Source: an optimization exercise on an open RTL-to-GDS flow (aim: small area). Production flows keep margins and buffers that such runs may drop.
RTL that was checked went through simulation tests only; none was proved equivalent to the original.

## lane 1
Design pipelined_cordic, start of the top module:
module pipelined_cordic(
    input Clk, Rst,
    input signed [15:0] x_in, y_in,
    output signed [15:0] magnitude,
    output signed [15:0] angle
);
reg [14:0] x0;
reg [15:0] y0;
reg [14:0] x1;
reg [15:0] y1;
reg [0:0] d1;
reg [14:0] x2;
reg [14:0] y2;
reg [1:0] d2;
reg [14:0] x3;
reg [13:0] y3;
reg [2:0] d3;
reg [14:0] x4;
reg [12:0] y4;
reg [3:0] d4;
reg [14:0] x5;
reg [11:0] y5;
reg [4:0] d5;
reg [14:0] x6;
reg [10:0] y6;
reg [5:0] d6;
reg [14:0] x7;
reg [9:0] y7;
reg [6:0] d7;
reg [14:0] x8;
reg [8:0] y8;
reg [7:0] d8;
reg [14:0] x9;
reg [7:0] y9;
reg [8:0] d9;
reg [14:0] x10;
reg [6:0] y10;
reg [9:0] d10;
reg [14:0] x11;  
reg [5:0] y11;
reg [10:0] d11;
reg cy11;  
reg [14:0] x12;  
reg [5:0] y12;
reg [11:0] d12;
reg cy12;  
reg [14:0] x13;  
reg [4:0] y13;
reg [12:0] d13;
reg cy13;  
wire [14:0] x14;  
wire [4:0] y14;
wire [13:0] d14;
wire cy14;  
reg [14:0] x15; reg [14:0] d15; reg s15;
always @(posedge Clk) begin
    x0 <= x_in[14:0];
    y0 <= y_in;
end
wire s0 = y0[15];
wire ns0 = ~s0;
wire [14:0] u0 = y0[14:0] ^ {15{s0}};
wire [15:0] xi0 = {1'b0, x0} ^ {16{ns0}};
wire f_1_s, f_1_c; fa1 f_1 (.a(x0[0]), .b(u0[0]), .c(s0), .s(f_1_s), .co(f_1_c));
wire f_2_s, f_2_c; fa1 f_2 (.a(x0[1]), .b(u0[1]), .c(f_1_c), .s(f_2_s), .co(f_2_c));
wire f_3_s, f_3_c; fa1 f_3 (.a(x0[2]), .b(u0[2]), .c(f_2_c), .s(f_3_s), .co(f_3_c));
wire f_4_s, f_4_c; fa1 f_4 (.a(x0[3]), .b(u0[3]), .c(f_3_c), .s(f_4_s), .co(f_4_c));
wire f_5_s, f_5_c; fa1 f_5 (.a(x0[4]), .b(u0[4]), .c(f_4_c), .s(f_5_s), .co(f_5_c));
  ...
For scale: about 1600 cells after synthesis, roughly 560 flip-flops, about 66 I/O pins, ~23000 µm² of cells after synthesis.
Settings: LEC_CHECK=0, CAP_MARGIN=20, CORE_MARGIN=2, CORE_UTILIZATION=40, CTS_BUF_LIST=sky130_fd_sc_hd__clkbuf_8, CTS_CLUSTER_DIAMETER=70, CTS_CLUSTER_SIZE=19, PLACE_DENSITY=0.6, SLEW_MARGIN=20, SYNTH_HIERARCHICAL=1, SYNTH_MINIMUM_KEEP_SIZE=0; clock period 4.5 ns.
run.sh (not shown) runs the stock make flow with config.mk's settings and CLKGATE_MAP_FILE= SYNTH_SCRIPT=/design/flow/synth_recipe.tcl, a recipe that flattens the netlist after the stock synthesis.
The inputs of lane 4 differ from those of lane 1 as listed below.
Settings: swapping 19 for 16 in CTS_CLUSTER_SIZE; swapping 70 for 80 in CTS_CLUSTER_DIAMETER.
==> flow/flow/run.sh (new file) <==
#!/bin/bash
# Standard layout; the port buffers use the smallest buffer cell.
set -euo pipefail
export BUFFER_PORTS_ARGS="-buffer_cell sky130_fd_sc_hd__buf_1"
bash standard.sh > standard.log 2>&1
==> flow/standard.sh (new file) <==
#!/bin/bash
# synth_recipe.tcl (not shown) runs the flow's synth.tcl, then flattens the netlist and writes it again
# the make line also repeats each setting of config.mk as NAME=value (left out here)
make -C /OpenROAD-flow-scripts/flow DESIGN_CONFIG=/design/flow/config.mk WORK_HOME=/design/flow/orfs CLKGATE_MAP_FILE= SYNTH_SCRIPT=/design/flow/synth_recipe.tcl "${@:-finish}"
removed: flow/run.sh
==> summary.txt <==
Design area went down slightly going from lane 1 to lane 4.
Final-report hold violation count: lane 1 vs lane 4, no meaningful difference
Vias: lane 4 above lane 1
Delta (lane 4 minus lane 1): worst hold slack down 9.7 ps; sequential portion of the cell area up 0.79 points.
| wire length | lane 1 vs lane 4 | ≈ equal |
Between lane 1 and lane 4, the non-filler instance count after layout figures differ only marginally.
No functional check of the RTL was part of any run of this note.

---

## run 1
Another version of the RTL of pipelined_cordic (not shown whole).
Size: about 1400 cells after synthesis, roughly 550 flip-flops, about 20000 um2 of cells after synthesis.
// pipelined_cordic
module pipelined_cordic(
    input Clk, Rst,
    input signed [15:0] x_in, y_in,
    output signed [15:0] magnitude,
    output signed [15:0] angle
);
export LEC_CHECK = 0
export CAP_MARGIN = 20
export CORE_MARGIN = 2
export CORE_UTILIZATION = 60
export GPL_TIMING_DRIVEN = 0
export PLACE_DENSITY = 0.75
export SLEW_MARGIN = 20
export SYNTH_HIERARCHICAL = 1
export SYNTH_MINIMUM_KEEP_SIZE = 0
create_clock -name core_clock -period 4.5 [get_ports {Clk}]
standard.sh (not shown) runs the stock make flow with config.mk's settings and CLKGATE_MAP_FILE= SYNTH_SCRIPT=/design/flow/synth_recipe.tcl, a recipe that flattens the netlist after the stock synthesis.
==> flow/flow/run.sh <==
#!/bin/bash
# Standard layout; the port buffers use the smallest buffer cell and the
# clock tree is built without dummy loads.
set -euo pipefail
export BUFFER_PORTS_ARGS="-buffer_cell sky130_fd_sc_hd__buf_1"
export CTS_ARGS="-sink_clustering_enable -repair_clock_nets -sink_clustering_size 16 -sink_clustering_max_diameter 80 -buf_list sky130_fd_sc_hd__clkbuf_8 -dont_use_dummy_load"
bash standard.sh > standard.log 2>&1
Run 1 closes out successfully: all stages finished, all timing, DRC and antenna checks passed.
--- input diff run 1..run 2 ---
- PLACE_DENSITY now 0.85, was 0.75
- GPL_TIMING_DRIVEN no longer set, was 0
- CORE_UTILIZATION now 70, was 60
diff --git a/flow/flow/run.sh b/flow/flow/run.sh
--- a/flow/flow/run.sh
+++ b/flow/flow/run.sh
@@ -6 +6 @@
-export CTS_ARGS="-sink_clustering_enable -repair_clock_nets -sink_clustering_size 16 -sink_clustering_max_diameter 80 -buf_list sky130_fd_sc_hd__clkbuf_8 -dont_use_dummy_load"
+export CTS_ARGS="-sink_clustering_enable -repair_clock_nets -sink_clustering_size 20 -sink_clustering_max_diameter 60 -buf_list sky130_fd_sc_hd__clkbuf_8 -dont_use_dummy_load"
==> summary.txt <==
The run showing the greater largest fanout on the critical path is run 2.
Compared with run 1, run 2 shows a higher routed wire length.
Sequential share of cell area ends up lower on run 1.
The area of all placed cells without fillers of run 2 falls short of that of run 1 by about 1.4%.
Run 1 and run 2 ended up with nearly the same sequential area share after synthesis.
Edits applied to the flow inputs when going from run 2 to run 3:
- swapping 70 for 60 in CORE_UTILIZATION
- swapping 0.85 for 0.75 in PLACE_DENSITY
diff --git a/flow/flow/run.sh b/flow/flow/run.sh
--- a/flow/flow/run.sh
+++ b/flow/flow/run.sh
@@ -6 +6 @@
-export CTS_ARGS="-sink_clustering_enable -repair_clock_nets -sink_clustering_size 20 -sink_clustering_max_diameter 60 -buf_list sky130_fd_sc_hd__clkbuf_8 -dont_use_dummy_load"
+export CTS_ARGS="-sink_clustering_enable -repair_clock_nets -sink_clustering_size 32 -sink_clustering_max_diameter 60 -buf_list sky130_fd_sc_hd__clkbuf_16 -dont_use_dummy_load"
## What came out
There was hardly any difference in required arrival time at the worst endpoint between run 3 and run 2. [compare] base=run 2 new=run 3: count of cells resized by post-cts repair went down by 8, post-layout instance count excluding filler cells +57, least setup slack across all paths after layout higher, clock-buffer cell count went down 14%. Total detailed-routing wirelength went down by a few percent going from run 2 to run 3. Run 2 ended up with sky130_fd_sc_hd__dfxtp_4 as its critical path's slowest cell; run 3 ended up with sky130_fd_sc_hd__fa_1. Run 3 gives more vertical die dimension than run 2 did. NOTE die width run 2->run 3 increased by a little under 10%. Clock skew: lower on run 3.
For run 4, these inputs were changed with respect to run 3:
- a change of SLEW_MARGIN from 20 to 0
- a change of CAP_MARGIN from 20 to 0
==> flow/flow/run.sh <==
#!/bin/bash
# Standard layout; the port buffers use the smallest buffer cell and the
# clock tree is built without dummy loads.
set -euo pipefail
export BUFFER_PORTS_ARGS="-buffer_cell sky130_fd_sc_hd__buf_1"
export CTS_ARGS="-sink_clustering_enable -repair_clock_nets -sink_clustering_size 16 -sink_clustering_max_diameter 80 -buf_list sky130_fd_sc_hd__clkbuf_8 -dont_use_dummy_load"
bash standard.sh > standard.log 2>&1
==> summary.txt <==
Delta (run 4 minus run 3): number of cells upsized or downsized after cts rose 5; proportion of cell area spent on the clock network fell 0.89 points; final non-filler cell area fell about 0.9%; via count about even.
Of run 3 and run 4, the run reporting the higher final period demand of the worst path was run 3.
Here is what was changed in the inputs of run 5 compared with run 4.
- a change of CAP_MARGIN from 0 to 20
- a change of SLEW_MARGIN from 0 to 20
diff --git a/flow/flow/run.sh b/flow/flow/run.sh
--- a/flow/flow/run.sh
+++ b/flow/flow/run.sh
@@ -6 +6 @@
-export CTS_ARGS="-sink_clustering_enable -repair_clock_nets -sink_clustering_size 16 -sink_clustering_max_diameter 80 -buf_list sky130_fd_sc_hd__clkbuf_8 -dont_use_dummy_load"
+export CTS_ARGS="-sink_clustering_enable -repair_clock_nets -sink_clustering_size 16 -sink_clustering_max_diameter 80 -buf_list \"sky130_fd_sc_hd__clkbuf_4 sky130_fd_sc_hd__clkbuf_8\" -dont_use_dummy_load"
## What came out
Diff run 4..run 5 | count of buffers from port buffering | unchanged
Compared run 5 against run 4; total length of routed met3 wires within noise.
Between run 4 and run 5, the difference in final period demand of the worst path is negligible.
Comparing run 5 against run 4, there is no change at all in global routing met2 resource utilization.
As far as final area goes, run 4 and run 5 are indistinguishable; the numbers are identical.
Re synthesized netlist cell count: no difference whatsoever between run 5 and run 4.
The following lists how run 6 was set up differently from run 5:
==> flow/flow/run.sh <==
#!/bin/bash
# Standard layout; the port buffers use the smallest buffer cell and the
# clock tree is built without dummy loads.
set -euo pipefail
export BUFFER_PORTS_ARGS="-buffer_cell sky130_fd_sc_hd__buf_1"
export CTS_ARGS="-sink_clustering_enable -repair_clock_nets -sink_clustering_size 16 -sink_clustering_max_diameter 80 -buf_list sky130_fd_sc_hd__clkbuf_8 -dont_use_dummy_load"
bash standard.sh > standard.log 2>&1
--- outcome ---
Diff run 5..run 6 | minimum hold slack | unchanged
Re multiplexer share of the synthesized area: no difference whatsoever between run 6 and run 5.
Reported for run 5 and run 6, final standard cell utilization of the core turned out identical to the last digit.
Run 6 vs. run 5: multi-input gate share of total cell area barely changed; clock-buffer cell count comparable; clock transition time at the flip-flop clock pins of the worst setup and hold paths was more or less identical.
Changes observed in run 6 relative to run 5: number of nets still failing antenna checks after routing essentially unchanged; post-route minimum period held.

## static timing again, ports no longer ideal
The flow's constraints put no driver on any port. The routed layouts listed below were extracted and timed again, unchanged, in two steps. Step 1 assumes that a clkbuf_16 drives the clock port and a buf_2 every other input. Step 2, shift: input delay + t, output delay - t, t = (earliest + latest rising clock arrival at the registers) / 2. This alone moves slack from input paths to output paths. a / b / c = no drivers / after step 1 / after step 2; a / b = the first two.
run | shift t [ns] | setup slack, ns | slew at the worst register clock pin (ns) | cell pins on the clock port's net
lane 1 | 0.661 | 0.153 / 0.153 / 0.153 | 0.12 / 0.12 | 1
lane 4 | 0.659 | 0.218 / 0.218 / 0.218 | 0.11 / 0.11 | 1
run 1 | 0.597 | 0.127 / 0.127 / 0.127 | 0.10 / 0.10 | 1
run 2 | 0.568 | 0.085 / 0.085 / 0.085 | 0.12 / 0.12 | 1
run 3 | 0.605 | 0.141 / 0.141 / 0.141 | 0.10 / 0.10 | 1
run 4 | 0.583 | 0.159 / 0.159 / 0.159 | 0.10 / 0.10 | 1
run 5 | 0.583 | 0.159 / 0.159 / 0.159 | 0.10 / 0.10 | 1
run 6 | 0.583 | 0.159 / 0.159 / 0.159 | 0.10 / 0.10 | 1
After both steps setup and hold are still met in every run listed.
